Source: an optimization exercise on an open RTL-to-GDS flow (aim: small area, a short achievable clock period and few clock cycles). Production flows keep margins and buffers that such runs may drop. The RTL was checked by simulation tests, not by an equivalence proof against the original design. Power is estimated from default activity; no workload was simulated.

==> design/flow/design.v <==
module cache(
    clk,
    proc_reset,
    proc_read,
    proc_write,
    proc_addr,
    proc_rdata,
    proc_wdata,
    proc_stall,
    mem_read,
    mem_write,
    mem_addr,
    mem_rdata,
    mem_wdata,
    mem_ready
);
    input          clk;
    input          proc_reset;
    input          proc_read, proc_write;
    input   [29:0] proc_addr;
    input   [31:0] proc_wdata;
    output         proc_stall;
    output [31:0]  proc_rdata;
    input  [127:0] mem_rdata;
    input          mem_ready;
    output         mem_read, mem_write;
    output [27:0]  mem_addr;
    output [127:0] mem_wdata;
    integer i;
    reg [127:0] data  [0:7];
    reg [24:0]  tag   [0:7];
    reg [7:0]   valid, dirty;
    reg         cap;       
    reg         stall_r;
    reg         whit_r;    
    reg         mrd, mwr;  
    reg         mbusy;     
    reg         rdfl;      
    reg [31:0]  rdata_r;
    reg [127:0] mwdata_r;
    reg [27:0]  maddr_r;
    reg [7:0]   sel_r;     
    reg [3:0]   offd_r;    
    reg         wr_r;
    assign proc_stall = stall_r;
    assign proc_rdata = rdata_r;
    assign mem_read   = mrd;
    assign mem_write  = mwr;
    assign mem_addr   = maddr_r;
    assign mem_wdata  = mwdata_r;
    wire [2:0]  idx = proc_addr[4:2];
    wire [1:0]  off = proc_addr[1:0];
    wire        req = proc_read | proc_write;
    wire [127:0] blk = data[idx];
    reg  [7:0]  match;
    always @(*) for (i = 0; i < 8; i = i + 1) match[i] = valid[i] & (tag[i] == proc_addr[29:5]);
    wire        hit = |(match & (8'd1 << idx));
    reg  [31:0] word_blk, word_mem;
    always @(*) begin
        case (off)
            2'd0: begin word_blk = blk[31:0];   word_mem = mem_rdata[31:0];   end
            2'd1: begin word_blk = blk[63:32];  word_mem = mem_rdata[63:32];  end
            2'd2: begin word_blk = blk[95:64];  word_mem = mem_rdata[95:64];  end
            default: begin word_blk = blk[127:96]; word_mem = mem_rdata[127:96]; end
        endcase
    end
    reg  [24:0] tag_old;
    reg         dirty_old;
    always @(*) begin
        tag_old = 25'd0;
        dirty_old = 1'b0;
        for (i = 0; i < 8; i = i + 1) begin
            tag_old = tag_old | (tag[i] & {25{sel_r[i]}});
            dirty_old = dirty_old | (dirty[i] & sel_r[i]);
        end
    end
    wire taken = !mbusy & !mem_ready & (mrd | mwr);
    wire fill  = rdfl & mem_ready;
    reg [127:0] wbus;
    always @(*) for (i = 0; i < 4; i = i + 1)
        wbus[32*i +: 32] = (rdfl & !(wr_r & offd_r[i])) ? mem_rdata[32*i +: 32] : proc_wdata;
    always @(posedge clk) begin
        rdata_r  <= rdfl ? word_mem : word_blk;
        mwdata_r <= blk;
        maddr_r  <= rdfl ? {tag_old, idx} : proc_addr[29:2];
        sel_r    <= 8'd1 << idx;
        offd_r   <= 4'd1 << off;
        wr_r     <= proc_write;
    end
    always @(posedge clk) begin
        if (proc_reset) begin
            cap     <= 1'b1;
            stall_r <= 1'b1;
            whit_r  <= 1'b0;
            mrd     <= 1'b0;
            mwr     <= 1'b0;
            mbusy   <= 1'b0;
            rdfl    <= 1'b0;
        end else begin
            cap    <= !stall_r;
            whit_r <= cap & proc_write & hit;
            if (cap)
                stall_r <= req & !hit;
            else if (!stall_r)
                stall_r <= 1'b1;
            else if (fill)
                stall_r <= 1'b0;
            mrd <= (cap & req & !hit) | (mrd & !taken);
            mwr <= (fill & dirty_old) | (mwr & !taken);
            if (mem_ready)
                mbusy <= 1'b0;
            else if (taken)
                mbusy <= 1'b1;
            if (mem_ready)
                rdfl <= 1'b0;
            else if (taken & mrd)
                rdfl <= 1'b1;
        end
    end
    always @(posedge clk) begin
        for (i = 0; i < 8; i = i + 1) begin
            if (sel_r[i] & (fill | (whit_r & offd_r[0]))) data[i][31:0]   <= wbus[31:0];
            if (sel_r[i] & (fill | (whit_r & offd_r[1]))) data[i][63:32]  <= wbus[63:32];
            if (sel_r[i] & (fill | (whit_r & offd_r[2]))) data[i][95:64]  <= wbus[95:64];
            if (sel_r[i] & (fill | (whit_r & offd_r[3]))) data[i][127:96] <= wbus[127:96];
            if (sel_r[i] & fill) tag[i] <= proc_addr[29:5];
        end
    end
    always @(posedge clk) begin
        if (proc_reset) begin
            valid <= 8'd0;
            dirty <= 8'd0;
        end else begin
            for (i = 0; i < 8; i = i + 1) begin
                if (sel_r[i] & fill) begin
                    valid[i] <= 1'b1;
                    dirty[i] <= wr_r;
                end else if (sel_r[i] & whit_r)
                    dirty[i] <= 1'b1;
            end
        end
    end
endmodule
==> design/flow/flow/run.sh <==
#!/bin/bash
# The standard ORFS layout (the standard.sh), with timing repair asked to
# leave extra setup slack and the ports buffered with buf_2.
set -euo pipefail
export SETUP_SLACK_MARGIN=6.6
export BUFFER_PORTS_ARGS="-buffer_cell sky130_fd_sc_hd__buf_2"
bash standard.sh > standard.log 2>&1
==> design/flow/standard.sh <==
#!/bin/bash
# synth_recipe.tcl (not shown) runs the flow's synth.tcl, then flattens the netlist and writes it again
# the make line also repeats each setting of config.mk as NAME=value (left out here)
make -C /OpenROAD-flow-scripts/flow DESIGN_CONFIG=/design/flow/config.mk WORK_HOME=/design/flow/orfs CLKGATE_MAP_FILE= SYNTH_SCRIPT=/design/flow/synth_recipe.tcl "${@:-finish}"
==> design/flow/config.mk <==
export PLATFORM = sky130hd
export DESIGN_NAME = cache
export DESIGN_NICKNAME = cache
export VERILOG_FILES = /design/flow/design.v
export SDC_FILE = /design/flow/constraint.sdc
export NUM_CORES = 4
export LEC_CHECK = 0
export ABC_AREA = 1
export CAP_MARGIN = 20
export CORE_MARGIN = 2
export CORE_UTILIZATION = 40
export CTS_CLUSTER_DIAMETER = 100
export CTS_CLUSTER_SIZE = 24
export SLEW_MARGIN = 20
==> design/flow/constraint.sdc <==
create_clock -name core_clock -period 10.0 [get_ports {clk}]
set_input_delay 2.0000 -clock core_clock [delete_from_list [all_inputs] [get_ports {clk}]]
set_output_delay 2.0000 -clock core_clock [all_outputs]
set_load 0.01 [all_outputs]
==> results.json, run 1 <==
{
  "cp.arrival_ns": 3.89,
  "clock_latency_ns": 0.72,
  "critPathKind": "flip-flop to flip-flop",
  "clock-root-buffer": "clkbuf_16",
  "path_buf_inv": 2,
  "htreeDepth": 3,
  "groute.usage.overall_pct": 29.6,
  "cts_buffer_depth": 3,
  "ioPinCount": 386,
  "synthFlopType": "edfxtp_1",
  "ir_drop_uv": 132,
  "die_w_um": 382,
  "slew_viol_final": 0,
  "ant_nets": 0,
  "min_path_type": "flip-flop to flip-flop",
  "critPathLaunchType": "flip-flop",
  "setup_viol": 0,
  "wire_per_inst_um": 31.1,
  "crit_path_cell_trace": "buf_4 -> nand2_2 -> buf_4 -> o21ai_0",
  "io_buffers": 385,
  "worst_path_largest_cell_delay_ns": 0.87,
  "initial_core_util_pct": 40.3,
  "netlist_top_cells_count": "1388 x nand2_1, 1224 x edfxtp_1, 468 x inv_1, 268 x nor2_1, 224 x dfxtp_1",
  "netlist_area_sq_um": 57200,
  "tightest_slew_ns": 1.18,
  "clk_pin_slew_worst_paths_ns": 0.10,
  "setup_total_negative_slack_ns": 0,
  "syn_to_final_growth_pct": 14.1,
  "grt_max_degree": 50,
  "dpl.hpwl_mm": 139,
  "fin_area_sq_um": 65200,
  "seq_power_share_pct": 60.5,
  "period_needed_ns": 3.52,
  "crit_family": "buffers and inverters",
  "die_h_um": 382,
  "cp_slowest_cell": "o21ai_0",
  "max_slew_margin_pct": 20.4,
  "worstSetupEndpointType": "flip-flop",
  "fmax_mhz": 284,
  "netlist_top_cells_area": "edfxtp_1 64%, nand2_1 9.1%, dfxtp_1 7.8%",
  "synthesis.nets": 5073,
  "via_per_inst": 5.75,
  "num_vias": 41600,
  "place_ws_ns": 4.87,
  "avgSynthCellArea_sq_um": 11.7,
  "final_cell_count_no_fill": 7221,
  "grt_pass1_vias": 37900,
  "placed_area_sq_um": 61600,
  "power_leakage_nw": 24.6,
  "synth.most_common_cell": "nand2_1",
  "grt_setup_unrepaired": "true",
  "cts_tree": "built",
  "p_switching_mw": 2.82,
  "total_power_mw": 11.2,
  "dp.cells": 7021,
  "yosys.area.top_type": "edfxtp_1",
  "wl_mm": 225,
  "coreArea_sq_um": 142000,
  "required_ns": 10.38,
  "grt_pass1_wl_mm": 301,
  "ys_ff_latch": 1448,
  "firstDrtPassIters": 6,
  "grt_antenna_before_repair": 32,
  "nets": 5467,
  "outcome": "no timing/DRC/antenna violations",
  "hold_start": "stall_r$_SDFF_PP1_",
  "powerDensity_nw_per_um2": 171,
  "remaining_drc_errors": 0,
  "worst_slack_ns": 6.48,
  "cts_sinks": 1448,
  "p_sw_share_pct": 25.3,
  "async_flop_share_pct": 0,
  "drive_gt1_share_pct": 16.1,
  "hold_ws_ns": 0.424,
  "synth_top_area_share_pct": 64.3,
  "synth_edf_count": 1224,
  "die_area_sq_um": 146000,
  "cts_buffers": 72,
  "drtIter0Drc": 6814,
  "rows": 138,
  "gp_congestion": 0.944,
  "power_frac_comb_pct": 9.0,
  "seq_area_frac_synth_pct": 72.2,
  "hold_viol_final": 0,
  "ys_types": 46,
  "cpMostUsedCell": "buf_4",
  "fin_crit_sh_pct": 35.2,
  "skew_ns": 0.0283,
  "syn-instance-count": 4878,
  "clockPowerShare_pct": 30.5,
  "r2r-start": "rdfl$_SDFFE_PP0P_",
  "grt_overflow_total": 0,
  "p_int_mw": 8.35,
  "crit_fanout": 46,
  "finish.utilization_pct": 46.0,
  "yosysWarnings": 3,
  "crit_start": "rdfl$_SDFFE_PP0P_",
  "maxCapViolCount": 0
}
-- kinds of logic (layout without fill, tap and decap cells) --
logic type                count (synthesis)  in the layout  synth area share (%)
xor gates and xnor gates                 74             74                  1.13
AOI/OAI and AO/OA                       695            695                  7.50
other                                     0              7                     0
and+or+nand+nor                        1917           1919                  13.6
muxes                                    36             36                 0.709
DFF                                    1448           1448                  72.2
buffers and inverters                   708           1152                  4.93
-- layout by cell type (no fill, tap or decap), drive strengths merged, types with 7 or more instances in the layout --
master | synthesis | layout
nor2 | 271 | 272
a22oi | 97 | 97
clkbuf | 111 | 122
dfxtp | 224 | 224
o2111ai | 8 | 8
nand3 | 65 | 65
nor3 | 15 | 15
a22o | 19 | 19
or2 | 20 | 20
o221ai | 13 | 13
nand2 | 1390 | 1391
clkinv | 7 | 8
a21oi | 182 | 182
edfxtp | 1224 | 1224
o21ai | 228 | 228
clkinvlp | 0 | 7
mux2 | 36 | 36
o21a | 7 | 7
a32oi | 12 | 12
nand4 | 139 | 139
inv | 476 | 481
a211oi | 32 | 32
and3 | 16 | 16
o22ai | 45 | 45
a221oi | 36 | 36
buf | 114 | 529
xnor2 | 74 | 74
diode | 0 | 7
-- worst paths after layout --
check | end | depth (start not counted) | slack [ns]
max | data[3][67]$_DFFE_PP_ | 4 | 6.48
min | cap$_SDFF_PP1_ | 1 | 0.42
max reg2reg | data[3][67]$_DFFE_PP_ | 4 | 6.48
min reg2reg | cap$_SDFF_PP1_ | 1 | 0.42
-- power groups by stage --
| stage | combinational (mW) | clock (mW) | sequential [mW] |
|---|---|---|---|
| after floorplan | 0.387 | 0 | 6.85 |
| after global placement | 0.887 | 0 | 6.89 |
| after detailed placement | 0.892 | 0 | 6.89 |
| after CTS | 0.950 | 3.43 | 6.76 |
| after global routing | 1.04 | 3.61 | 6.76 |
| final | 1.00 | 3.41 | 6.76 |
-- sequential cells by signal, indices dropped and copies added (netlist names), 4 cells and up --
register	count
rdata_r	32
tag	200
dirty	8
data	1024
mwdata_r	128
valid	8
sel_r	8
offd_r	4
maddr_r	28
-- cell type report --
| cell class | instances | area (sq um) |
|---|---|---|
| Sequential cell | 1448 | 41300 |
| Tap cell | 1890 | 2360 |
| Clock inverter | 10 | 160 |
| Antenna cell | 7 | 17.5 |
| Timing Repair inverter | 4 | 35.0 |
| Timing Repair Buffer | 539 | 3680 |
| Inverter | 483 | 1930 |
| Multi-Input combinational cell | 2724 | 13700 |
| Clock buffer | 116 | 2000 |
| Fill cell | 13000 | 76500 |
-- layer usage --
metal  GRT usage, %  up-vias  wire [um]
li1               -    17600          -
met1           40.6    20300      83500
met2           44.1     3126      96700
met3           7.50      508      31100
met4           14.4       28      13200
met5              0        -        167
-- what timing repair did --
item                       in CTS  in global routing
cloned                         15                  7
pin swaps                      23                 18
hold buffers                    0                  0
buffers inserted               27                 18
gates resized for setup       165                 68
setup endpoints to repair     492                284
Testbench counts, summed over its fixed seeds: cycles 158,178.
==> run 2: changes to the inputs <==
--- a/design/flow/config.mk
+++ b/design/flow/config.mk
@@ -10,5 +10,5 @@
 export CORE_MARGIN = 2
 export CORE_UTILIZATION = 40
-export CTS_CLUSTER_DIAMETER = 100
-export CTS_CLUSTER_SIZE = 24
+export CTS_CLUSTER_DIAMETER = 60
+export CTS_CLUSTER_SIZE = 20
 export SLEW_MARGIN = 20
==> results.json, run 2 <==
{
  "outcome": "no timing/DRC/antenna violations",
  "yosys.area.top_type": "edfxtp_1",
  "die_h_um": 382,
  "layout_common_cells": "1378 x nand2_1, 1224 x edfxtp_1, 462 x inv_1, 375 x buf_2, 219 x nor2_1",
  "slew_viol_final": 0,
  "synth_edf_count": 1224,
  "layout_commonest_cell": "nand2_1",
  "crit_family": "buffers and inverters",
  "maxCapViolCount": 0,
  "fin_area_sq_um": 66900,
  "cts_tree": "built",
  "clock-root-buffer": "clkbuf_16",
  "avgSynthCellArea_sq_um": 11.7,
  "setup_total_negative_slack_ns": 0,
  "wire_per_inst_um": 30.9,
  "place_ws_ns": 4.87,
  "num_vias": 41800,
  "yosysWarnings": 3,
  "grt_pass1_vias": 38200,
  "wl_mm": 225,
  "max_slew_margin_pct": 16.4,
  "gp_congestion": 0.944,
  "netlist_top_cells_area": "edfxtp_1 64%, nand2_1 9.1%, dfxtp_1 7.8%",
  "grt_overflow_total": 0,
  "netlist_top_cells_count": "1388 x nand2_1, 1224 x edfxtp_1, 468 x inv_1, 268 x nor2_1, 224 x dfxtp_1",
  "synth.most_common_cell": "nand2_1",
  "rows": 138,
  "required_ns": 10.71,
  "reg_top3": "data x1024, tag x200, mwdata_r x128",
  "path_buf_inv": 4,
  "period_needed_ns": 3.53,
  "ir_drop_uv": 132,
  "die_w_um": 382,
  "min_path_type": "flip-flop to flip-flop",
  "finish.utilization_pct": 47.2,
  "via_per_inst": 5.73,
  "firstDrtPassIters": 6,
  "grt_antenna_before_repair": 28,
  "crit_fanout": 31,
  "tightest_slew_ns": 1.24,
  "drive_gt1_share_pct": 17.8,
  "min_delay_path_depth": 1,
  "coreArea_sq_um": 142000,
  "nets": 5494,
  "ys_types": 46,
  "grt_max_degree": 51,
  "largest_reg_flops": 1024,
  "critPathKind": "input pin to flip-flop",
  "crit_cells": 9,
  "initial_core_util_pct": 40.3,
  "top_register": "data",
  "groute.usage.overall_pct": 29.7,
  "ys_ff_latch": 1448,
  "power_leakage_nw": 25.4,
  "cts_buffer_depth": 3,
  "ant_nets": 0,
  "clock_latency_ns": 0.78,
  "ioPinCount": 386,
  "worst_path_largest_cell_delay_ns": 0.50,
  "fill_cells": 12800,
  "grt_pass1_wl_mm": 302,
  "async_flop_share_pct": 0,
  "hold_viol_final": 0,
  "placed_area_sq_um": 61600,
  "cp_slowest_cell": "buf_4",
  "skew_ns": 0.0579,
  "cts_sinks": 1448,
  "synthesis.nets": 5073,
  "clk_pin_slew_worst_paths_ns": 0.08,
  "remaining_drc_errors": 0,
  "cts_hold_buf": 0,
  "reg2regPathDepth": 4,
  "drtIter0Drc": 6939,
  "htreeDepth": 3,
  "syn-instance-count": 4878,
  "synthFlopType": "edfxtp_1",
  "dpl.hpwl_mm": 139,
  "powerDensity_nw_per_um2": 188,
  "cts_buffers": 109,
  "netlist_area_sq_um": 57200,
  "die_area_sq_um": 146000,
  "worst_slack_ns": 6.47,
  "setup_viol": 0,
  "seq_area_frac_synth_pct": 72.2,
  "worstSetupEndpointType": "flip-flop",
  "crit_path_cell_trace": "buf_2 -> buf_4 -> nand2_8 -> buf_8 -> buf_4 -> nor2_1 -> nor2_1 -> o21ai_2 -> nand2_1",
  "io_buffers": 385,
  "synth_top_area_share_pct": 64.3,
  "cp.arrival_ns": 4.24,
  "fin_crit_sh_pct": 35.3,
  "hold_ws_ns": 0.417,
  "fmax_mhz": 283,
  "grt_setup_unrepaired": "true",
  "critPathLaunchType": "input pin",
  "syn_to_final_growth_pct": 17.0
}
-- run 2: cell counts after synthesis --
No cell type changed its count.
-- run 2: kinds of logic after synthesis --
logic type,synth area share [%]
and+or+nand+nor,13.6
DFF,72.2
buffers and inverters,4.93
AOI/OAI and AO/OA,7.50
xor gates and xnor gates,1.13
muxes,0.709
-- run 2: cell type report --
| type | instances | area [sq um] | area share (%) |
|---|---|---|---|
| antenna | 6 | 15.0 | 0.0225 |
| clock buffer | 131 | 2940 | 4.39 |
| clock inverter | 76 | 965 | 1.44 |
| inverter | 483 | 1920 | 2.87 |
| multi-input combinational | 2724 | 13600 | 20.4 |
| sequential | 1448 | 41400 | 61.9 |
| tap | 1890 | 2360 | 3.54 |
| timing repair buffer | 531 | 3610 | 5.40 |
| timing repair inverter | 2 | 17.5 | 0.0262 |
-- run 2: timing repair --
| item | 4_1_cts | 5_1_grt |
|---|---|---|
| cloned | 12 | 8 |
| resized for setup | 192 | 55 |
| pin swaps | 18 | 16 |
| buffers inserted | 24 | 13 |
| setup endpoints to repair | 505 | 232 |
-- run 2: worst register-to-register path: stages, from the launching register on --
cell and delay [ns]:
dfxtp_4 0.34, buf_4 0.64, nand2_2 0.83, buf_4 0.55, o21ai_1 0.82
-- run 2: worst paths after layout --
path / start / to / slack (ns)
setup / recovery: proc_addr[0] / rdata_r[25]$_DFF_P_ / 6.47
hold / removal: stall_r$_SDFF_PP1_ / cap$_SDFF_PP1_ / 0.42
setup reg to reg: rdfl$_SDFFE_PP0P_ / data[4][51]$_DFFE_PP_ / 6.49
hold reg to reg: stall_r$_SDFF_PP1_ / cap$_SDFF_PP1_ / 0.42
-- run 2: power breakdown --
| part | switching (mW) | internal (mW) | leakage [nW] | total, mW |
|---|---|---|---|---|
| Clock | 2.39 | 2.41 | 1.90 | 4.81 |
| Combinational | 0.723 | 0.276 | 10.6 | 0.999 |
| Sequential | 0.108 | 6.65 | 12.9 | 6.76 |
-- run 2: metal layers --
metal / share of wire, % / GRT usage (%) / routed length [um]
met5: 0.056 / 0 / 126
met4: 5.5 / 13.3 / 12300
met3: 14 / 7.27 / 30400
met2: 43 / 44.5 / 97100
met1: 38 / 40.9 / 85100
-- run 2: stage by stage --
stage | instances | power, mW
final | 7291 | 12.6
after global routing | 7285 | 12.8
after CTS | 7264 | 12.5
after detailed placement | 7021 | 7.78
after global placement | 7021 | 7.78
after floorplan | 4878 | 7.23
==> run 3: changes to the inputs <==
--- a/design/flow/design.v
+++ b/design/flow/design.v
@@ -77,7 +77,5 @@
     wire taken = !mbusy & !mem_ready & (mrd | mwr);
     wire fill  = rdfl & mem_ready;
-    reg [127:0] wbus;
-    always @(*) for (i = 0; i < 4; i = i + 1)
-        wbus[32*i +: 32] = (rdfl & !(wr_r & offd_r[i])) ? mem_rdata[32*i +: 32] : proc_wdata;
+    wire [127:0] wbus = rdfl ? mem_rdata : {4{proc_wdata}};
     always @(posedge clk) begin
         rdata_r  <= rdfl ? word_mem : word_blk;
@@ -99,5 +97,5 @@
         end else begin
             cap    <= !stall_r;
-            whit_r <= cap & proc_write & hit;
+            whit_r <= (cap & proc_write & hit) | (fill & wr_r);
             if (cap)
                 stall_r <= req & !hit;
@@ -135,5 +133,5 @@
                 if (sel_r[i] & fill) begin
                     valid[i] <= 1'b1;
-                    dirty[i] <= wr_r;
+                    dirty[i] <= 1'b0;
                 end else if (sel_r[i] & whit_r)
                     dirty[i] <= 1'b1;
--- a/design/flow/config.mk
+++ b/design/flow/config.mk
@@ -10,5 +10,5 @@
 export CORE_MARGIN = 2
 export CORE_UTILIZATION = 40
-export CTS_CLUSTER_DIAMETER = 60
-export CTS_CLUSTER_SIZE = 20
+export CTS_CLUSTER_DIAMETER = 100
+export CTS_CLUSTER_SIZE = 24
 export SLEW_MARGIN = 20
==> results.json, run 3 <==
{
  "p_int_mw": 8.39,
  "clk_pin_slew_worst_paths_ns": 0.10,
  "dpl.hpwl_mm": 144,
  "layout.area.seq_sq_um": 41300,
  "seq_power_share_pct": 59.9,
  "setup_total_negative_slack_ns": 0,
  "tightest_slew_ns": 1.17,
  "rows": 138,
  "gp_congestion": 0.958,
  "ys_types": 39,
  "multiInputGateArea_sq_um": 13700,
  "powerDensity_nw_per_um2": 174,
  "clockPowerShare_pct": 31.0,
  "async_flop_share_pct": 0,
  "reg_top3": "data x1024, tag x200, mwdata_r x128",
  "netlist_top_cells_area": "edfxtp_1 65%, nand2_1 11%, dfxtp_1 7.9%",
  "grt_max_degree": 109,
  "num_vias": 42000,
  "critPathKind": "input pin to flip-flop",
  "synthesis.nets": 5122,
  "synth.most_common_cell": "nand2_1",
  "htreeDepth": 3,
  "clock_latency_ns": 0.75,
  "layout_commonest_cell": "nand2_1",
  "netlist_area_sq_um": 56900,
  "hold_viol_final": 0,
  "fin_crit_sh_pct": 34.9,
  "dp.cells": 7055,
  "fmax_mhz": 286,
  "synth_edf_count": 1224,
  "slew_viol_final": 0,
  "netlist_top_cells_count": "1678 x nand2_1, 1224 x edfxtp_1, 404 x inv_1, 298 x nor2_1, 224 x dfxtp_1",
  "grt_setup_unrepaired": "true",
  "top_register": "data",
  "cts_hold_buf": 0,
  "min_path_type": "flip-flop to flip-flop",
  "grt_overflow_total": 0,
  "cts_buffer_depth": 3,
  "drive_gt1_share_pct": 14.7,
  "power_frac_comb_pct": 9.1,
  "seq_area_frac_synth_pct": 72.5,
  "maxCapViolCount": 0,
  "period_needed_ns": 3.49,
  "syn_to_final_growth_pct": 14.3,
  "syn-instance-count": 4927,
  "setup_viol": 0,
  "critPathLaunchType": "input pin",
  "ant_nets": 0,
  "avgSynthCellArea_sq_um": 11.5,
  "layout_common_cells": "1664 x nand2_1, 1224 x edfxtp_1, 399 x inv_1, 378 x buf_2, 240 x nor2_1",
  "via_per_inst": 5.78,
  "synth_top_area_share_pct": 64.6,
  "initial_core_util_pct": 40.2,
  "skew_ns": 0.0647,
  "firstDrtPassIters": 6,
  "cts_buffers": 73,
  "remaining_drc_errors": 0,
  "ioPinCount": 386,
  "fill_cells": 12900,
  "cts_tree": "built",
  "yosys.area.top_type": "edfxtp_1",
  "largest_reg_flops": 1024,
  "grt_pass1_wl_mm": 306,
  "io_buffers": 385,
  "grt_pass1_vias": 37800,
  "nets": 5503,
  "wire_per_inst_um": 32.4,
  "ys_ff_latch": 1448,
  "final_cell_count_no_fill": 7263,
  "p_sw_share_pct": 25.7,
  "clock-root-buffer": "clkbuf_16",
  "yosysWarnings": 3,
  "die_w_um": 381,
  "drtIter0Drc": 6953,
  "outcome": "no timing/DRC/antenna violations",
  "ir_drop_uv": 120,
  "max_slew_margin_pct": 21.0,
  "worstSetupEndpointType": "flip-flop",
  "die_h_um": 381,
  "grt_antenna_before_repair": 26,
  "p_switching_mw": 2.91,
  "wl_mm": 235,
  "crit_fanout": 54,
  "groute.usage.overall_pct": 30.4,
  "required_ns": 10.67,
  "power_leakage_nw": 24.5,
  "die_area_sq_um": 145000,
  "coreArea_sq_um": 141000,
  "synthFlopType": "edfxtp_1",
  "cts_sinks": 1448,
  "cp.arrival_ns": 4.16
}
[run 3: cell types whose count changed in the layout (fill, tap and decap cells not counted), moves of 33 or more]
| cell | before | now |
|---|---|---|
| clkbuf_1 | 14 | 47 |
| a21oi_1 | 181 | 145 |
| mux2_2 | 36 | 0 |
| o21ai_0 | 154 | 80 |
| nand2_1 | 1378 | 1664 |
| inv_1 | 462 | 399 |
| o21ai_1 | 64 | 26 |
| clkbuf_16 | 120 | 85 |
[run 3: repair_timing]
item | 4_1_cts | 5_1_grt
cloned | 10 | 18
pin swaps | 6 | 17
setup buffers | 7 | 33
setup endpoints to repair | 236 | 161
gates resized for setup | 146 | 70
[run 3: logic make-up (layout without fill, tap and decap cells)]
kind of cell	after synthesis	count (layout)	share of synthesized area, %
buffers and inverters	639	1077	4.51
xor gates and xnor gates	69	69	1.06
other	0	6	0
and+or+nand+nor	2221	2223	15.6
DFF	1448	1448	72.5
AOI/OAI and AO/OA	550	550	6.38
[run 3: final timing paths]
kind	startpoint	endpoint	slack, ns	cells after the start
max	proc_addr[0]	rdata_r[16]$_DFF_P_	6.51	6
min	wr_r$_DFF_P_	whit_r$_SDFF_PP0_	0.46	2
max reg2reg	rdfl$_SDFFE_PP0P_	data[5][126]$_DFFE_PP_	6.67	5
min reg2reg	wr_r$_DFF_P_	whit_r$_SDFF_PP0_	0.46	2
[run 3: layout make-up]
cell class	instances	share of cell area, %
diodes	6	0.0231
repair buffers	517	5.48
multi-input cells	2842	21.0
clock inverters	11	0.318
clock buffers	123	3.18
well taps	1890	3.64
flip-flops and latches	1448	63.5
inverters	419	2.67
repair inverters	7	0.117
[run 3: routing by layer]
metal | part of all wire (%) | vias to the layer above | track usage [%]
li1 | - | 17600 | -
met1 | 36 | 20700 | 39.2
met2 | 46 | 3169 | 48.4
met3 | 12 | 521 | 6.42
met4 | 6.4 | 26 | 15.3
met5 | 0.068 | - | 0
[run 3: stage by stage]
step	setup WS, ns	cell area, sq um	utilization, %	hold WS [ns]	power (mW)
2_1_floorplan	6.39	57200	-	0.429	7.24
3_3_place_gp	4.29	61100	43.2	0.447	7.80
3_5_place_dp	4.25	61100	43.2	0.449	7.81
4_1_cts	6.46	64200	45.4	0.463	11.2
5_1_grt	6.57	65000	46.0	0.491	11.5
6_report	6.51	65000	46.0	0.463	11.3
[run 3: power groups by stage]
stage / Sequential (mW) / Clock (mW) / Combinational [mW]
global route: 6.77 / 3.70 / 1.05
floorplan: 6.86 / 0 / 0.380
finish: 6.77 / 3.51 / 1.02
detailed placement: 6.90 / 0 / 0.910
CTS: 6.76 / 3.52 / 0.953
global placement: 6.90 / 0 / 0.900
[run 3: critical path, stage by stage]
cell       delay [ns]
buf_4            0.42
nand2_8          0.31
buf_6            0.42
o2111ai_2        0.43
nand2_1          0.25
nand2_1          0.13
Testbench counts of run 3, summed over its fixed seeds: cycles 158,178.
==> run 4: changes to the inputs <==
==> design/flow/flow/run.sh (replaced) <==
#!/bin/bash
# The standard ORFS layout (the standard.sh), with timing repair asked to
# leave extra setup slack and the ports buffered with buf_2.
set -euo pipefail
export SETUP_SLACK_MARGIN=6.75
export BUFFER_PORTS_ARGS="-buffer_cell sky130_fd_sc_hd__buf_2"
bash standard.sh > standard.log 2>&1
==> results.json, run 4 <==
{
  "outcome": "no timing/DRC/antenna violations",
  "power_leakage_nw": 25.2,
  "ys_ff_latch": 1448,
  "seq_area_frac_synth_pct": 72.5,
  "critPathKind": "input pin to flip-flop",
  "tightest_slew_ns": 1.16,
  "hold_viol_final": 0,
  "clock-root-buffer": "clkbuf_16",
  "crit_family": "simple AND/OR/NAND/NOR gates",
  "reg2regPathDepth": 5,
  "slew_viol_final": 0,
  "drtIter0Drc": 6618,
  "r2r-start": "rdfl$_SDFFE_PP0P_",
  "powerDensity_nw_per_um2": 170,
  "fmax_mhz": 299,
  "coreArea_sq_um": 141000,
  "fill_cells": 12700,
  "cts_tree": "built",
  "setup_total_negative_slack_ns": 0,
  "required_ns": 10.64,
  "max_slew_margin_pct": 21.9,
  "cts_buffers": 74,
  "ant_nets": 0,
  "async_flop_share_pct": 0,
  "netlist_area_sq_um": 56900,
  "netlist_top_cells_area": "edfxtp_1 65%, nand2_1 11%, dfxtp_1 7.9%",
  "die_area_sq_um": 145000,
  "groute.usage.overall_pct": 31.6,
  "grt_antenna_before_repair": 20,
  "clock_latency_ns": 0.73,
  "die_w_um": 381,
  "synth.most_common_cell": "nand2_1",
  "rows": 138,
  "yosysWarnings": 3,
  "cts_hold_buf": 0,
  "maxCapViolCount": 0,
  "grt_pass1_vias": 37900,
  "firstDrtPassIters": 6,
  "crit_fanout": 38,
  "layout_commonest_cell": "nand2_1",
  "cp.arrival_ns": 3.99,
  "rrSetupSlack_ns": 6.70,
  "ir_drop_uv": 142,
  "syn-instance-count": 4927,
  "cts_buffer_depth": 3,
  "htreeDepth": 3,
  "reg_top3": "data x1024, tag x200, mwdata_r x128",
  "grt_overflow_total": 0,
  "ys_types": 39,
  "largest_reg_flops": 1024,
  "skew_ns": 0.0600,
  "synth_edf_count": 1224,
  "layout_common_cells": "1660 x nand2_1, 1224 x edfxtp_1, 399 x inv_1, 274 x buf_2, 248 x nor2_1",
  "avgSynthCellArea_sq_um": 11.5,
  "top_register": "data",
  "remaining_drc_errors": 0,
  "dpl.hpwl_mm": 145,
  "place_ws_ns": 4.35,
  "wl_mm": 239,
  "cp_slowest_cell": "nand4_1",
  "yosys.area.top_type": "edfxtp_1",
  "grt_pass1_wl_mm": 315,
  "min_path_type": "flip-flop to flip-flop",
  "netlist_top_cells_count": "1678 x nand2_1, 1224 x edfxtp_1, 404 x inv_1, 298 x nor2_1, 224 x dfxtp_1",
  "synth_top_area_share_pct": 64.6,
  "clk_pin_slew_worst_paths_ns": 0.11,
  "drive_gt1_share_pct": 17.3,
  "cts_sinks": 1448,
  "gp_congestion": 0.984,
  "worst_path_largest_cell_delay_ns": 0.28,
  "layout.area.seq_sq_um": 41600,
  "multiInputGateArea_sq_um": 13800,
  "num_vias": 42200,
  "worstSetupEndpointType": "flip-flop",
  "synthFlopType": "edfxtp_1",
  "crit_cells": 11,
  "nets": 5549,
  "worst_slack_ns": 6.65,
  "via_per_inst": 5.77,
  "ioPinCount": 386,
  "critPathLaunchType": "input pin",
  "crit_start": "proc_addr[2]",
  "syn_to_final_growth_pct": 17.5,
  "die_h_um": 381,
  "r2r_end": "data[0][122]$_DFFE_PP_",
  "wire_per_inst_um": 32.7,
  "initial_core_util_pct": 40.2,
  "grt_setup_unrepaired": "true",
  "grt_max_degree": 62,
  "setup_viol": 0,
  "crit_path_cell_trace": "buf_8 -> nand2_2 -> nor2_4 -> buf_4 -> buf_12 -> a22oi_2 -> nand4_1 -> nand2_1 -> nand4_1 -> nand2_2 -> nand2_1",
  "fin_crit_sh_pct": 33.5,
  "synthesis.nets": 5122,
  "cp-endpoint": "rdata_r[12]$_DFF_P_",
  "io_buffers": 385,
  "path_buf_inv": 3,
  "period_needed_ns": 3.35
}
[run 4: cell type report]
cell class / instances / area share (%)
clock inverters: 16 / 0.343
inverters: 419 / 2.57
multi-input cells: 2843 / 20.7
repair buffers: 557 / 7.35
flip-flops and latches: 1448 / 62.2
repair inverters: 11 / 0.163
well taps: 1890 / 3.54
clock buffers: 119 / 3.05
diodes: 3 / 0.0112
[run 4: cell families (layout without fill, tap and decap cells)]
family	count (synthesis)	after routing	synth area share [%]
compound gates	550	550	6.38
xor+xnor	69	69	1.06
buf+inv	639	1122	4.51
flops	1448	1448	72.5
other cells	0	3	0
simple gates	2221	2224	15.6
[run 4: routing by layer]
metal	vias to the layer above	wire length [um]	track usage (%)
li1	17700	-	-
met1	20700	86200	40.9
met2	3179	104000	48.0
met3	576	31400	8.63
met4	26	16400	17.5
met5	-	156	0
[run 4: worst reg2reg max path: stages (launching register included)]
cell,delay [ns]
dfxtp_4,0.48
inv_4,0.37
buf_4,0.40
buf_4,0.67
nand2_1,0.52
o21ai_0,0.54
[run 4: how the worst min path moves through the flow]
stage | start | to | slack, ns | depth (start not counted)
after detailed placement | stall_r$_SDFF_PP1_ | cap$_SDFF_PP1_ | 0.40 | 1
final | stall_r$_SDFF_PP1_ | cap$_SDFF_PP1_ | 0.44 | 1
after floorplan | wr_r$_DFF_P_ | whit_r$_SDFF_PP0_ | 0.43 | 2
after global placement | stall_r$_SDFF_PP1_ | cap$_SDFF_PP1_ | 0.40 | 1
after CTS | stall_r$_SDFF_PP1_ | cap$_SDFF_PP1_ | 0.43 | 1
after global routing | stall_r$_SDFF_PP1_ | cap$_SDFF_PP1_ | 0.44 | 1
[run 4: metrics by stage]
stage	instance area [sq um]	utilization, %	hold WS (ns)	power [mW]	std cells
6_report	66800	47.3	0.437	11.4	7306
5_1_grt	66800	47.3	0.441	11.6	7304
4_1_cts	66000	46.7	0.429	11.3	7258
3_5_place_dp	61400	43.4	0.404	7.80	7061
3_3_place_gp	61400	43.4	0.402	7.80	7060
2_1_floorplan	57500	-	0.429	7.25	4927
[run 4: power breakdown]
part	switching [mW]	leakage [nW]	internal [mW]
sequential	0.130	12.9	6.66
combinational	0.749	11.2	0.333
clock	2.03	1.08	1.48
[run 4: what timing repair did]
action	in CTS	in global routing
resized for setup	462	67
pin swaps	25	17
cloned	23	9
setup buffers	39	33
endpoints found under the hold margin	0	0
endpoints found under the setup margin	605	480
==> run 5: changes to the inputs <==
==> design/flow/flow/run.sh (replaced) <==
#!/bin/bash
# The standard ORFS layout (the standard.sh), with timing repair asked to
# leave extra setup slack and the ports buffered with buf_2.
set -euo pipefail
export SETUP_SLACK_MARGIN=6.85
export BUFFER_PORTS_ARGS="-buffer_cell sky130_fd_sc_hd__buf_2"
bash standard.sh > standard.log 2>&1
--- a/design/flow/config.mk
+++ b/design/flow/config.mk
@@ -10,5 +10,5 @@
 export CORE_MARGIN = 2
 export CORE_UTILIZATION = 40
-export CTS_CLUSTER_DIAMETER = 100
-export CTS_CLUSTER_SIZE = 24
+export CTS_CLUSTER_DIAMETER = 90
+export CTS_CLUSTER_SIZE = 22
 export SLEW_MARGIN = 20
==> results.json, run 5 <==
{
  "synth_top_area_share_pct": 64.6,
  "outcome": "no timing/DRC/antenna violations",
  "fmax_mhz": 299,
  "num_vias": 43300,
  "largest_reg_flops": 1024,
  "p_switching_mw": 3.02,
  "drive_gt1_share_pct": 21.5,
  "required_ns": 10.64,
  "grt_pass1_wl_mm": 325,
  "ant_nets": 0,
  "clockPowerShare_pct": 31.1,
  "layout_commonest_cell": "nand2_1",
  "total_power_mw": 11.7,
  "synthesis.nets": 5122,
  "nets": 5647,
  "yosysWarnings": 3,
  "ys_ff_latch": 1448,
  "cts_buffers": 79,
  "cp.arrival_ns": 3.99,
  "gp_congestion": 0.976,
  "maxCapViolCount": 0,
  "hold_viol_final": 0,
  "coreArea_sq_um": 141000,
  "tightest_slew_ns": 1.22,
  "p_int_mw": 8.65,
  "power_frac_comb_pct": 10.7,
  "ioPinCount": 386,
  "slew_viol_final": 0,
  "met3_usage_pct": 7.82,
  "cts_sinks": 1448,
  "syn-instance-count": 4927,
  "p_sw_share_pct": 25.9,
  "async_flop_share_pct": 0,
  "grt_pass1_vias": 38900,
  "powerDensity_nw_per_um2": 169,
  "drtIter0Drc": 7820,
  "grt_setup_unrepaired": "true",
  "min_path_type": "flip-flop to flip-flop",
  "fill_cells": 12500,
  "firstDrtPassIters": 8,
  "grt_antenna_before_repair": 24,
  "cts_buffer_depth": 3,
  "clock-root-buffer": "clkbuf_16",
  "worstSetupEndpointType": "flip-flop",
  "remaining_drc_errors": 0,
  "netlist_top_cells_count": "1678 x nand2_1, 1224 x edfxtp_1, 404 x inv_1, 298 x nor2_1, 224 x dfxtp_1",
  "critPathKind": "input pin to flip-flop",
  "io_buffers": 385,
  "grt.met2_usage_pct": 50.3,
  "initial_core_util_pct": 40.2,
  "rows": 138,
  "period_needed_ns": 3.35,
  "multiInputGateArea_sq_um": 14300,
  "seq_area_frac_synth_pct": 72.5,
  "netlist_top_cells_area": "edfxtp_1 65%, nand2_1 11%, dfxtp_1 7.9%",
  "top_register": "data",
  "max_slew_margin_pct": 18.3,
  "grt_max_degree": 66,
  "critPathLaunchType": "input pin",
  "netlist_area_sq_um": 56900,
  "reg_top3": "data x1024, tag x200, mwdata_r x128",
  "ys_types": 39,
  "skew_ns": 0.0426,
  "yosys.area.top_type": "edfxtp_1",
  "setup_viol": 0,
  "power_leakage_nw": 26.2,
  "ir_drop_uv": 135,
  "dpl.hpwl_mm": 148,
  "crit_fanout": 10,
  "wire_per_inst_um": 33.4,
  "cts_tree": "built",
  "wl_mm": 248,
  "seq_power_share_pct": 58.2,
  "fin_crit_sh_pct": 33.5,
  "groute.usage.overall_pct": 32.6,
  "via_per_inst": 5.84,
  "busiest_layer": "met2",
  "htreeDepth": 3,
  "synth_edf_count": 1224,
  "grt.met1_usage_pct": 41.7,
  "layout_common_cells": "1631 x nand2_1, 1224 x edfxtp_1, 395 x inv_1, 227 x nor2_1, 208 x buf_2",
  "hold_ws_ns": 0.465,
  "placed_area_sq_um": 61600,
  "grt_overflow_total": 0,
  "setup_total_negative_slack_ns": 0,
  "die_h_um": 381,
  "die_w_um": 381,
  "layout.area.seq_sq_um": 41600,
  "clk_pin_slew_worst_paths_ns": 0.09,
  "clock_latency_ns": 0.75,
  "synthFlopType": "edfxtp_1",
  "synth.most_common_cell": "nand2_1",
  "fin_area_sq_um": 69200,
  "die_area_sq_um": 145000,
  "syn_to_final_growth_pct": 21.6,
  "avgSynthCellArea_sq_um": 11.5
}
[run 5: cell counts after synthesis]
No cell type changed its count.
[run 5: logic make-up (layout without fill, tap and decap cells)]
kind of cell,after synthesis,in the layout,synth area share [%]
other cells,0,7,0
buf+inv,639,1226,4.51
flops,1448,1448,72.5
xor+xnor,69,69,1.06
compound gates,550,550,6.38
simple gates,2221,2223,15.6
[run 5: path summary, 6_finish.rpt]
path	startpoint	endpoint	slack, ns	cells after the start
worst min register to register	wr_r$_DFF_P_	whit_r$_SDFF_PP0_	0.46	2
worst max-delay path	proc_addr[2]	rdata_r[20]$_DFF_P_	6.65	15
worst max register to register	rdfl$_SDFFE_PP0P_	data[6][120]$_DFFE_PP_	6.82	4
worst min-delay path	wr_r$_DFF_P_	whit_r$_SDFF_PP0_	0.46	2
[run 5: critical path, cell delays in order]
cell and delay, ns:
buf_16 0.11, inv_4 0.04, nand3_4 0.25, inv_16 0.06, buf_16 0.16, buf_12 0.14, clkbuf_16 0.20, a21oi_2 0.12
inv_1 0.04, nor2_1 0.11, nand4_1 0.26, nand2_2 0.20, nand2_1 0.08, nor2_2 0.07, o21ai_1 0.06
[run 5: power by group through the flow]
stage               clock, mW  combinational [mW]  sequential, mW
CTS                      3.63                1.13            6.77
floorplan                   0               0.402            6.86
detailed placement          0               0.930            6.88
finish                   3.63                1.25            6.79
global route             3.83                1.27            6.78
global placement            0               0.925            6.89
[run 5: layout make-up]
cell class,count,area share (%)
clock inverter,13,0.284
clock buffer,132,3.19
timing repair inverter,6,0.0796
antenna,7,0.0253
tap,1890,3.42
multi-input combinational,2842,20.7
timing repair buffer,656,9.65
inverter,419,2.45
sequential,1448,60.2
[run 5: routing by layer]
metal	vias up	routed length (um)
li1	17900	-
met5	-	134
met4	22	20100
met3	757	32600
met2	3561	109000
met1	21100	85900
[run 5: what timing repair did]
action | 4_1_cts | 5_1_grt
gates resized for setup | 571 | 199
pin swaps | 52 | 96
buffers inserted | 67 | 73
hold buffers | 0 | 0
cloned | 39 | 11
endpoints found under the setup margin | 879 | 450
[run 5: per-stage QoR]
stage	util (%)	cells	worst slack (ns)
finish	48.9	7413	6.65
global route	48.9	7407	6.66
floorplan	-	4927	6.42
global placement	43.5	7071	4.68
CTS	47.8	7322	6.67
detailed placement	43.5	7071	4.68
==> run 6: changes to the inputs <==
--- a/design/flow/design.v
+++ b/design/flow/design.v
@@ -43,4 +43,7 @@
     reg [3:0]   offd_r;    
     reg         wr_r;
+    reg         pend;      
+    reg [7:0]   selw;      
+    reg [3:0]   offdw;     
     assign proc_stall = stall_r;
     assign proc_rdata = rdata_r;
@@ -76,11 +79,19 @@
     end
     wire taken = !mbusy & !mem_ready & (mrd | mwr);
-    wire fill  = rdfl & mem_ready;
+    wire fill  = rdfl & mem_ready & !pend;    
+    wire fillw = rdfl & mem_ready & pend;     
+    wire [7:0] sel = 8'd1 << idx;
+    wire hold  = pend & (proc_write | (|(sel & selw)));
+    wire early = proc_write & !(|(dirty & sel)) & !mbusy;
     wire [127:0] wbus = rdfl ? mem_rdata : {4{proc_wdata}};
     always @(posedge clk) begin
-        rdata_r  <= rdfl ? word_mem : word_blk;
+        rdata_r  <= (rdfl & !pend) ? word_mem : word_blk;
         mwdata_r <= blk;
-        maddr_r  <= rdfl ? {tag_old, idx} : proc_addr[29:2];
-        sel_r    <= 8'd1 << idx;
+        maddr_r  <= (rdfl & !pend & !mrd) ? {tag_old, idx} : proc_addr[29:2];
+        sel_r    <= sel;
+        if (cap & req & !hit & !pend & early) begin
+            selw  <= sel;
+            offdw <= 4'd1 << off;
+        end
         offd_r   <= 4'd1 << off;
         wr_r     <= proc_write;
@@ -95,14 +106,19 @@
             mbusy   <= 1'b0;
             rdfl    <= 1'b0;
+            pend    <= 1'b0;
         end else begin
-            cap    <= !stall_r;
-            whit_r <= (cap & proc_write & hit) | (fill & wr_r);
+            cap    <= !stall_r | (cap & req & hold);
+            whit_r <= (cap & proc_write & !hold & (hit | early)) | (fill & wr_r);
             if (cap)
-                stall_r <= req & !hit;
+                stall_r <= req & (hold | (!hit & !early));
             else if (!stall_r)
                 stall_r <= 1'b1;
             else if (fill)
                 stall_r <= 1'b0;
-            mrd <= (cap & req & !hit) | (mrd & !taken);
+            mrd <= (cap & req & !hit & !hold) | (mrd & !taken);
+            if (fillw)
+                pend <= 1'b0;
+            else if (cap & req & !hit & !pend & early)
+                pend <= 1'b1;
             mwr <= (fill & dirty_old) | (mwr & !taken);
             if (mem_ready)
@@ -118,9 +134,9 @@
     always @(posedge clk) begin
         for (i = 0; i < 8; i = i + 1) begin
-            if (sel_r[i] & (fill | (whit_r & offd_r[0]))) data[i][31:0]   <= wbus[31:0];
-            if (sel_r[i] & (fill | (whit_r & offd_r[1]))) data[i][63:32]  <= wbus[63:32];
-            if (sel_r[i] & (fill | (whit_r & offd_r[2]))) data[i][95:64]  <= wbus[95:64];
-            if (sel_r[i] & (fill | (whit_r & offd_r[3]))) data[i][127:96] <= wbus[127:96];
-            if (sel_r[i] & fill) tag[i] <= proc_addr[29:5];
+            if ((sel_r[i] & (fill | (whit_r & offd_r[0]))) | (selw[i] & fillw & !offdw[0])) data[i][31:0]   <= wbus[31:0];
+            if ((sel_r[i] & (fill | (whit_r & offd_r[1]))) | (selw[i] & fillw & !offdw[1])) data[i][63:32]  <= wbus[63:32];
+            if ((sel_r[i] & (fill | (whit_r & offd_r[2]))) | (selw[i] & fillw & !offdw[2])) data[i][95:64]  <= wbus[95:64];
+            if ((sel_r[i] & (fill | (whit_r & offd_r[3]))) | (selw[i] & fillw & !offdw[3])) data[i][127:96] <= wbus[127:96];
+            if (sel_r[i] & (fill | whit_r)) tag[i] <= proc_addr[29:5];
         end
     end
@@ -134,6 +150,8 @@
                     valid[i] <= 1'b1;
                     dirty[i] <= 1'b0;
-                end else if (sel_r[i] & whit_r)
+                end else if (sel_r[i] & whit_r) begin
+                    valid[i] <= 1'b1;
                     dirty[i] <= 1'b1;
+                end
             end
         end
==> design/flow/flow/run.sh (replaced) <==
#!/bin/bash
# The standard ORFS layout (the standard.sh), with timing repair asked to
# leave extra setup slack and the ports buffered with buf_2.
set -euo pipefail
export SETUP_SLACK_MARGIN=6.75
export BUFFER_PORTS_ARGS="-buffer_cell sky130_fd_sc_hd__buf_2"
bash standard.sh > standard.log 2>&1
--- a/design/flow/config.mk
+++ b/design/flow/config.mk
@@ -10,5 +10,5 @@
 export CORE_MARGIN = 2
 export CORE_UTILIZATION = 40
-export CTS_CLUSTER_DIAMETER = 90
-export CTS_CLUSTER_SIZE = 22
+export CTS_CLUSTER_DIAMETER = 100
+export CTS_CLUSTER_SIZE = 24
 export SLEW_MARGIN = 20
==> results.json, run 6 <==
{
  "outcome": "no timing/DRC/antenna violations",
  "die_h_um": 382,
  "cp.arrival_ns": 3.93,
  "seq_area_frac_synth_pct": 72.8,
  "rows": 138,
  "remaining_drc_errors": 0,
  "netlist_top_cells_area": "edfxtp_1 65%, nand2_1 9.3%, dfxtp_1 7.9%",
  "via_per_inst": 5.86,
  "cp_slowest_cell": "o211ai_1",
  "ys_ff_latch": 1461,
  "clockPowerShare_pct": 29.8,
  "fin_crit_sh_pct": 35.0,
  "seq_power_share_pct": 60.1,
  "coreArea_sq_um": 142000,
  "setup_viol": 0,
  "cts_tree": "built",
  "crit_fanout": 8,
  "layout_commonest_cell": "nand2_1",
  "cts_hold_buf": 0,
  "crit_family": "simple AND/OR/NAND/NOR gates",
  "synth_top_area_share_pct": 64.9,
  "largest_reg_flops": 1024,
  "hold_viol_final": 0,
  "drive_gt1_share_pct": 21.2,
  "worstSetupEndpointType": "flip-flop",
  "cts_sinks": 1461,
  "grt_antenna_before_repair": 17,
  "fmax_mhz": 286,
  "initial_core_util_pct": 40.4,
  "yosys.area.top_type": "edfxtp_1",
  "gp_congestion": 0.984,
  "nets": 5307,
  "grt_pass1_wl_mm": 304,
  "netlist_top_cells_count": "1420 x nand2_1, 1236 x edfxtp_1, 340 x inv_1, 225 x dfxtp_1, 194 x nor2_1",
  "critPathKind": "input pin to flip-flop",
  "drtIter0Drc": 6522,
  "netlist_area_sq_um": 57200,
  "grt_overflow_total": 0,
  "wl_mm": 227,
  "min_path_type": "flip-flop to flip-flop",
  "syn-instance-count": 4665,
  "grt_max_degree": 59,
  "groute.usage.overall_pct": 30.0,
  "htreeDepth": 3,
  "maxCapViolCount": 0,
  "die_w_um": 382,
  "wire_per_inst_um": 32.1,
  "slew_viol_final": 0,
  "ir_drop_uv": 146,
  "required_ns": 10.43,
  "power_frac_comb_pct": 10.1,
  "fill_cells": 12500,
  "ys_types": 47,
  "clock-root-buffer": "clkbuf_16",
  "p_int_mw": 8.54,
  "cts_buffers": 72,
  "syn_to_final_growth_pct": 18.8,
  "ioPinCount": 386,
  "layout_common_cells": "1374 x nand2_1, 1236 x edfxtp_1, 327 x inv_1, 258 x buf_2, 169 x nor2_1",
  "path_buf_inv": 4,
  "synthesis.nets": 4860,
  "synth.most_common_cell": "nand2_1",
  "synth_edf_count": 1236,
  "clk_pin_slew_worst_paths_ns": 0.10,
  "die_area_sq_um": 146000,
  "setup_total_negative_slack_ns": 0,
  "power_leakage_nw": 24.5,
  "reg_top3": "data x1024, tag x200, mwdata_r x128",
  "hold_ws_ns": 0.450,
  "ant_nets": 0,
  "skew_ns": 0.0550,
  "synthFlopType": "edfxtp_1",
  "yosysWarnings": 3,
  "num_vias": 41400,
  "avgSynthCellArea_sq_um": 12.3,
  "period_needed_ns": 3.50,
  "firstDrtPassIters": 8,
  "cts_buffer_depth": 3,
  "async_flop_share_pct": 0,
  "max_slew_margin_pct": 11.9,
  "rrSetupSlack_ns": 6.69,
  "dpl.hpwl_mm": 138,
  "finish.utilization_pct": 47.9,
  "crit_path_cell_trace": "buf_12 -> clkinvlp_4 -> o211ai_1 -> nor2_1 -> nand2_1 -> nor2_1 -> nand2_1 -> nand2_2 -> nor2_4 -> nand2_2 -> nor2_4 -> nand2_2 -> nor2_4 -> buf_6 -> buf_12",
  "clock_latency_ns": 0.72,
  "p_switching_mw": 2.91,
  "io_buffers": 385,
  "tightest_slew_ns": 1.31,
  "critPathLaunchType": "input pin",
  "powerDensity_nw_per_um2": 168,
  "worst_path_largest_cell_delay_ns": 0.32,
  "grt_setup_unrepaired": "true",
  "p_sw_share_pct": 25.4,
  "grt_pass1_vias": 38000,
  "top_register": "data"
}
run 6: worst min-delay path, stage by stage, from the launching register on:
cell	delay (ns)
dfxtp_1	0.31
nand2_1	0.05
a21oi_1	0.06
run 6: repair_timing:
| item | CTS | global route |
|---|---|---|
| hold endpoints to repair | 0 | 0 |
| gates resized for setup | 548 | 117 |
| pin swaps | 34 | 50 |
| gates cloned | 29 | 9 |
| setup buffers | 55 | 24 |
| endpoints found under the setup margin | 1575 | 885 |
run 6: final cells by class:
type,count,area (sq um),area share (%)
diodes,8,20.0,0.0295
flip-flops and latches,1461,42000,61.7
clock buffers,119,2000,2.95
multi-input cells,2629,14500,21.3
clock inverters,11,146,0.215
repair buffers,579,5350,7.87
well taps,1890,2360,3.48
repair inverters,10,92.6,0.136
inverters,359,1520,2.24
run 6: cell families after synthesis:
group | after synthesis | share of synthesized area [%]
DFF | 1461 | 72.8
AOI/OAI and AO/OA | 613 | 7.68
buffers and inverters | 581 | 4.52
xor gates and xnor gates | 78 | 1.19
and+or+nand+nor | 1932 | 13.9
run 6: final timing paths:
check                    start                  end  cells after the start
max               proc_addr[6]   offdw[2]$_DFFE_PP_                     15
min               wr_r$_DFF_P_    whit_r$_SDFF_PP0_                      2
min reg2reg       wr_r$_DFF_P_    whit_r$_SDFF_PP0_                      2
max reg2reg  rdfl$_SDFFE_PP0P_  maddr_r[27]$_DFF_P_                      8
run 6: routing by layer:
metal	routed length (um)	GRT usage (%)	part of all wire, %	vias up
met2	103000	47.1	45	2979
li1	-	-	-	17300
met1	83900	39.7	37	20600
met5	186	0	0.082	-
met3	27400	6.68	12	463
met4	12600	13.5	5.5	10
run 6: through the flow:
stage / instance area, sq um / setup slack (ns) / power (mW) / instances
floorplan: 58300 / 6.31 / 7.39 / 4665
global placement: 61900 / 4.68 / 7.93 / 6808
detailed placement: 61900 / 4.63 / 7.93 / 6808
CTS: 67100 / 6.59 / 11.4 / 7022
global route: 68000 / 6.51 / 11.7 / 7059
finish: 68000 / 6.50 / 11.5 / 7066
run 6: power groups by stage:
stage / sequential [mW] / combinational, mW / clock [mW]
CTS: 6.88 / 1.09 / 3.42
detailed placement: 6.99 / 0.940 / 0
floorplan: 6.95 / 0.441 / 0
global route: 6.89 / 1.20 / 3.61
finish: 6.88 / 1.16 / 3.41
global placement: 7.00 / 0.930 / 0
Testbench counts of run 6, summed over its fixed seeds: cycles 155,519.
==> run 7: changes to the inputs <==
==> design/flow/flow/run.sh (replaced) <==
#!/bin/bash
# The standard ORFS layout (the standard.sh), with timing repair asked to
# leave extra setup slack and the ports buffered with buf_2.
set -euo pipefail
export SETUP_SLACK_MARGIN=6.85
export BUFFER_PORTS_ARGS="-buffer_cell sky130_fd_sc_hd__buf_2"
bash standard.sh > standard.log 2>&1
--- a/design/flow/config.mk
+++ b/design/flow/config.mk
@@ -10,5 +10,5 @@
 export CORE_MARGIN = 2
 export CORE_UTILIZATION = 40
-export CTS_CLUSTER_DIAMETER = 100
-export CTS_CLUSTER_SIZE = 24
+export CTS_CLUSTER_DIAMETER = 90
+export CTS_CLUSTER_SIZE = 22
 export SLEW_MARGIN = 20
==> results.json, run 7 <==
{
  "skew_ns": 0.0454,
  "reg_top3": "data x1024, tag x200, mwdata_r x128",
  "maxCapViolCount": 0,
  "min_delay_path_depth": 2,
  "rows": 138,
  "tightest_slew_ns": 1.25,
  "drtIter0Drc": 6000,
  "critPathLaunchType": "flip-flop",
  "clk_pin_slew_worst_paths_ns": 0.10,
  "cts_sinks": 1461,
  "synth_top_area_share_pct": 64.9,
  "die_w_um": 382,
  "avgSynthCellArea_sq_um": 12.3,
  "ioPinCount": 386,
  "cts_buffers": 78,
  "grt_pass1_vias": 38200,
  "htreeDepth": 3,
  "min_to": "whit_r$_SDFF_PP0_",
  "via_per_inst": 5.82,
  "synth.most_common_cell": "nand2_1",
  "reg2regPathDepth": 3,
  "cts_tree": "built",
  "rrSetupSlack_ns": 6.93,
  "fin_crit_sh_pct": 33.5,
  "num_vias": 41400,
  "clock-root-buffer": "clkbuf_16",
  "crit_fanout": 1,
  "die_h_um": 382,
  "syn_to_final_growth_pct": 20.7,
  "required_ns": 8.00,
  "grt_max_degree": 65,
  "yosys.area.top_type": "edfxtp_1",
  "layout_common_cells": "1390 x nand2_1, 1236 x edfxtp_1, 326 x inv_1, 203 x buf_2, 190 x buf_6",
  "seq_area_frac_synth_pct": 72.8,
  "grt_pass1_wl_mm": 304,
  "netlist_top_cells_area": "edfxtp_1 65%, nand2_1 9.3%, dfxtp_1 7.9%",
  "setup_total_negative_slack_ns": 0,
  "wire_per_inst_um": 32.2,
  "die_area_sq_um": 146000,
  "slew_viol_final": 0,
  "async_flop_share_pct": 0,
  "cp_slowest_cell": "dfxtp_4",
  "grt_overflow_total": 0,
  "fmax_mhz": 298,
  "top_register": "data",
  "crit_family": "flip-flops",
  "layout_commonest_cell": "nand2_1",
  "path_buf_inv": 1,
  "max_slew_margin_pct": 16.1,
  "r2r-start": "sel_r[4]$_DFF_P_",
  "worstSetupEndpointType": "primary output",
  "grt_antenna_before_repair": 20,
  "netlist_area_sq_um": 57200,
  "io_buffers": 385,
  "finish.utilization_pct": 48.7,
  "drive_gt1_share_pct": 22.3,
  "gp_congestion": 0.960,
  "hold_viol_final": 0,
  "netlist_top_cells_count": "1420 x nand2_1, 1236 x edfxtp_1, 340 x inv_1, 225 x dfxtp_1, 194 x nor2_1",
  "power_leakage_nw": 24.9,
  "dpl.hpwl_mm": 135,
  "initial_core_util_pct": 40.4,
  "critPathKind": "flip-flop to primary output",
  "clock_latency_ns": 0.76,
  "groute.usage.overall_pct": 30.0,
  "outcome": "no timing/DRC/antenna violations",
  "r2r_end": "tag[4][24]$_DFFE_PP_",
  "syn-instance-count": 4665,
  "coreArea_sq_um": 142000,
  "min_path_type": "flip-flop to flip-flop",
  "fill_cells": 12400,
  "powerDensity_nw_per_um2": 170,
  "period_needed_ns": 3.35,
  "wl_mm": 229,
  "firstDrtPassIters": 6,
  "ant_nets": 0,
  "cp.arrival_ns": 1.35,
  "remaining_drc_errors": 0,
  "largest_reg_flops": 1024,
  "synthFlopType": "edfxtp_1",
  "setup_viol": 0,
  "cts_buffer_depth": 3,
  "yosysWarnings": 3,
  "ys_ff_latch": 1461,
  "ys_types": 47,
  "crit_path_cell_trace": "buf_6",
  "nets": 5339,
  "synth_edf_count": 1236,
  "worst_path_largest_cell_delay_ns": 0.46,
  "synthesis.nets": 4860,
  "ir_drop_uv": 134,
  "hold_start": "wr_r$_DFF_P_",
  "grt_setup_unrepaired": "true"
}
## run 7: cell families after synthesis
kind of cell           count (synthesis)  synth area share (%)
XOR/XNOR                              78                  1.19
AO/OA/AOI/OAI                        613                  7.68
buffers and inverters                581                  4.52
AND/OR/NAND/NOR                     1932                  13.9
flip-flops                          1461                  72.8
## run 7: cell type report
cell class / instances / area (sq um) / share of cell area (%)
multi-input cells: 2630 / 14500 / 21.0
inverters: 359 / 1550 / 2.24
diodes: 12 / 30.0 / 0.0435
flip-flops and latches: 1461 / 42000 / 60.9
clock inverters: 13 / 235 / 0.341
repair buffers: 600 / 6000 / 8.69
clock buffers: 133 / 2220 / 3.22
repair inverters: 14 / 143 / 0.207
well taps: 1890 / 2360 / 3.43
## run 7: through the flow
step	power (mW)	area (sq um)	hold slack, ns	setup WS [ns]	std cells
after global placement	7.92	61800	0.438	4.87	6802
after CTS	11.6	67800	0.453	6.62	7059
final	11.7	69000	0.455	6.65	7112
after detailed placement	7.92	61900	0.441	4.75	6805
after global routing	12.0	69000	0.485	6.61	7102
after floorplan	7.39	58300	0.430	6.31	4665
## run 7: report_power, final
| group | total [mW] | switching, mW | internal (mW) |
|---|---|---|---|
| registers | 6.89 | 0.137 | 6.75 |
| logic | 1.19 | 0.781 | 0.404 |
| clock network | 3.64 | 2.05 | 1.59 |
| total | 11.7 | 2.97 | 8.74 |
## run 7: worst max-delay path by stage
stage,startpoint,to,slack [ns],depth (start not counted)
3_3_place_gp,proc_addr[3],rdata_r[11]$_DFF_P_,4.87,11
6_report,mwdata_r[7]$_DFF_P_,mem_wdata[7],6.65,1
4_1_cts,mwdata_r[7]$_DFF_P_,mem_wdata[7],6.62,1
5_1_grt,mwdata_r[7]$_DFF_P_,mem_wdata[7],6.61,1
3_5_place_dp,proc_addr[3],rdata_r[14]$_DFF_P_,4.75,12
2_1_floorplan,mem_ready,data[4][0]$_DFFE_PP_,6.31,4
## run 7: repair_timing
item,CTS,global route
resized for setup,621,199
buffers inserted,74,27
setup endpoints to repair,1678,1249
pin swaps,35,35
hold buffers,0,0
gates cloned,34,12
endpoints found under the hold margin,0,0
## run 7: worst reg2reg max path: cells and delay by family, from the launching register on
| kind | cells | cell delay (ns) |
|---|---|---|
| buf+inv | 2 | 1.41 |
| flops | 1 | 0.32 |
| simple gates | 1 | 0.96 |
## run 7: layer usage
layer | up-vias | GRT usage (%) | share of wire (%)
met1 | 20400 | 39.2 | 36
met2 | 3041 | 46.3 | 44
li1 | 17400 | - | -
met5 | - | 0 | 0.072
met3 | 542 | 8.38 | 13
met4 | 26 | 14.4 | 6.1
==> run 8: changes to the inputs <==
--- a/design/flow/config.mk
+++ b/design/flow/config.mk
@@ -13,2 +13,3 @@
 export CTS_CLUSTER_SIZE = 22
 export SLEW_MARGIN = 20
+export TNS_END_PERCENT = 30
==> results.json, run 8 <==
{
  "syn-instance-count": 4665,
  "outcome": "no timing/DRC/antenna violations",
  "synthFlopType": "edfxtp_1",
  "ir_drop_uv": 132,
  "avgSynthCellArea_sq_um": 12.3,
  "groute.usage.overall_pct": 30.5,
  "yosys.area.top_type": "edfxtp_1",
  "met3_usage_pct": 8.33,
  "firstDrtPassIters": 8,
  "setup_total_negative_slack_ns": 0,
  "synth_edf_count": 1236,
  "num_vias": 41300,
  "clock_latency_ns": 0.75,
  "place_ws_ns": 4.71,
  "fmax_mhz": 294,
  "final_cell_count_no_fill": 7121,
  "drive_gt1_share_pct": 21.6,
  "crit_fanout": 7,
  "rows": 138,
  "grt_antenna_before_repair": 15,
  "ant_nets": 0,
  "cts_tree": "built",
  "synth.most_common_cell": "nand2_1",
  "largest_reg_flops": 1024,
  "ioPinCount": 386,
  "via_per_inst": 5.80,
  "crit_family": "simple AND/OR/NAND/NOR gates",
  "coreArea_sq_um": 142000,
  "worstSetupEndpointType": "flip-flop",
  "cp_slowest_cell": "o211ai_1",
  "die_area_sq_um": 146000,
  "cts_buffer_depth": 3,
  "min_path_type": "flip-flop to flip-flop",
  "maxCapViolCount": 0,
  "dp.cells": 6809,
  "ys_types": 47,
  "cts_buffers": 78,
  "clk_pin_slew_worst_paths_ns": 0.10,
  "grt_max_degree": 44,
  "total_power_mw": 11.7,
  "grt_overflow_total": 0,
  "netlist_top_cells_area": "edfxtp_1 65%, nand2_1 9.3%, dfxtp_1 7.9%",
  "grt.met1_usage_pct": 38.6,
  "drtIter0Drc": 6519,
  "period_needed_ns": 3.41,
  "required_ns": 10.43,
  "grt_setup_unrepaired": "true",
  "top_register": "data",
  "synthesis.nets": 4860,
  "layout_commonest_cell": "nand2_1",
  "async_flop_share_pct": 0,
  "tightest_slew_ns": 1.21,
  "worst_slack_ns": 6.59,
  "slew_viol_final": 0,
  "clock-root-buffer": "clkbuf_16",
  "grt.met2_usage_pct": 47.4,
  "synth_top_area_share_pct": 64.9,
  "cts_sinks": 1461,
  "netlist_area_sq_um": 57200,
  "remaining_drc_errors": 0,
  "cp.arrival_ns": 3.84,
  "crit_path_cell_trace": "buf_12 -> clkinvlp_4 -> buf_6 -> o211ai_1 -> nor2_1 -> nand2_1 -> nor2_1 -> nand2_1 -> nand2_2 -> nor2_4 -> nand2_2 -> nor2_4 -> nand2_2 -> nor2_4 -> buf_6 -> buf_12",
  "setup_viol": 0,
  "path_buf_inv": 5,
  "grt_pass1_vias": 38400,
  "initial_core_util_pct": 40.4,
  "wl_mm": 231,
  "layout_common_cells": "1376 x nand2_1, 1236 x edfxtp_1, 331 x inv_1, 246 x buf_2, 156 x nor2_1",
  "powerDensity_nw_per_um2": 170,
  "critPathKind": "input pin to flip-flop",
  "hold_viol_final": 0,
  "io_buffers": 385,
  "yosysWarnings": 3,
  "critPathLaunchType": "input pin",
  "reg_top3": "data x1024, tag x200, mwdata_r x128",
  "die_w_um": 382,
  "fin_crit_sh_pct": 34.1,
  "wire_per_inst_um": 32.4,
  "seq_area_frac_synth_pct": 72.8,
  "htreeDepth": 3,
  "max_slew_margin_pct": 18.2,
  "skew_ns": 0.0664,
  "dpl.hpwl_mm": 139,
  "nets": 5354,
  "power_leakage_nw": 24.9,
  "ys_ff_latch": 1461,
  "busiest_layer": "met2",
  "cts_hold_buf": 0,
  "netlist_top_cells_count": "1420 x nand2_1, 1236 x edfxtp_1, 340 x inv_1, 225 x dfxtp_1, 194 x nor2_1",
  "syn_to_final_growth_pct": 19.7,
  "worst_path_largest_cell_delay_ns": 0.25,
  "die_h_um": 382,
  "gp_congestion": 0.992,
  "grt_pass1_wl_mm": 308
}
[run 8: path summary, 6_finish.rpt]
path         cells past startpoint        startpoint  slack [ns]                   end
min reg2reg                      2      wr_r$_DFF_P_        0.47     whit_r$_SDFF_PP0_
max reg2reg                      3  sel_r[7]$_DFF_P_        6.95  tag[7][24]$_DFFE_PP_
max                             16      proc_addr[6]        6.59     selw[7]$_DFFE_PP_
min                              2      wr_r$_DFF_P_        0.47     whit_r$_SDFF_PP0_
[run 8: area by class of cell]
type / instances / area, sq um
diodes: 6 / 15.0
clock buffers: 135 / 2210
clock inverters: 11 / 190
fillers: 12600 / 73300
inverters: 359 / 1510
multi-input cells: 2630 / 14300
flip-flops and latches: 1461 / 41900
well taps: 1890 / 2360
repair buffers: 619 / 5790
repair inverters: 10 / 111
[run 8: logic make-up (layout without fill, tap and decap cells)]
| logic type | count (synthesis) | count (layout) | share of synthesized area (%) |
|---|---|---|---|
| AND/OR/NAND/NOR | 1932 | 1939 | 13.9 |
| flip-flops | 1461 | 1461 | 72.8 |
| AO/OA/AOI/OAI | 613 | 613 | 7.68 |
| buffers and inverters | 581 | 1134 | 4.52 |
| XOR/XNOR | 78 | 78 | 1.19 |
| other | 0 | 6 | 0 |
[run 8: per-stage QoR]
step	util [%]	area, sq um	hold slack, ns
after floorplan	-	57800	0.430
after global placement	43.4	61600	0.438
after detailed placement	43.5	61600	0.449
after CTS	47.1	66700	0.461
after global routing	48.3	68500	0.478
final	48.3	68500	0.470
[run 8: power breakdown]
part	switching (mW)	internal (mW)	leakage (nW)	total (mW)
combinational	0.797	0.394	10.7	1.19
clock	2.05	1.55	1.14	3.60
sequential	0.129	6.75	13.0	6.88
[run 8: what timing repair did]
item                                    in CTS  in global routing
buffers inserted                           105                 13
gates cloned                                32                  8
endpoints found under the setup margin    1614                722
pin swaps                                   51                 22
resized for setup                          302                433
[run 8: tightest hold or removal path, stage by stage (launching register included)]
cell and delay [ns]:
dfxtp_1 0.31, nand2_1 0.06, a21oi_1 0.06
[run 8: per-layer routing]
metal  wire length, um  part of all wire [%]
met1             81200                    35
met2            105000                    45
met3             29500                    13
met4             15100                   6.6
met5                94                 0.041

afterwards: timing with drivers on the ports:
In the flow no input, the clock included, has a driving cell. The finished layouts below were timed again as built, in two steps. Step 1 sets driving cells, clkbuf_16 on the clock port and buf_2 on the other inputs (assumed; they add their load-dependent delay and slew). Step 2, shift: input delay + t, output delay - t, t = (earliest + latest rising clock arrival at the registers) / 2. This alone moves slack from input paths to output paths. Slacks: ideal / step 1 / step 2; pairs: ideal / step 1.
run | shift t [ns] | setup WS [ns]
run 1 | 0.791 | 6.485 / 6.485 / 5.791
run 2 | 0.835 | 6.467 / 6.493 / 5.688
run 3 | 0.791 | 6.509 / 6.519 / 5.746
run 4 | 0.779 | 6.654 / 6.600 / 5.906
run 5 | 0.799 | 6.653 / 6.600 / 5.843
run 6 | 0.783 | 6.502 / 6.513 / 5.730
run 7 | 0.818 | 6.649 / 6.568 / 5.953
run 8 | 0.802 | 6.594 / 6.576 / 5.811
After both steps setup and hold are still met in every run listed.
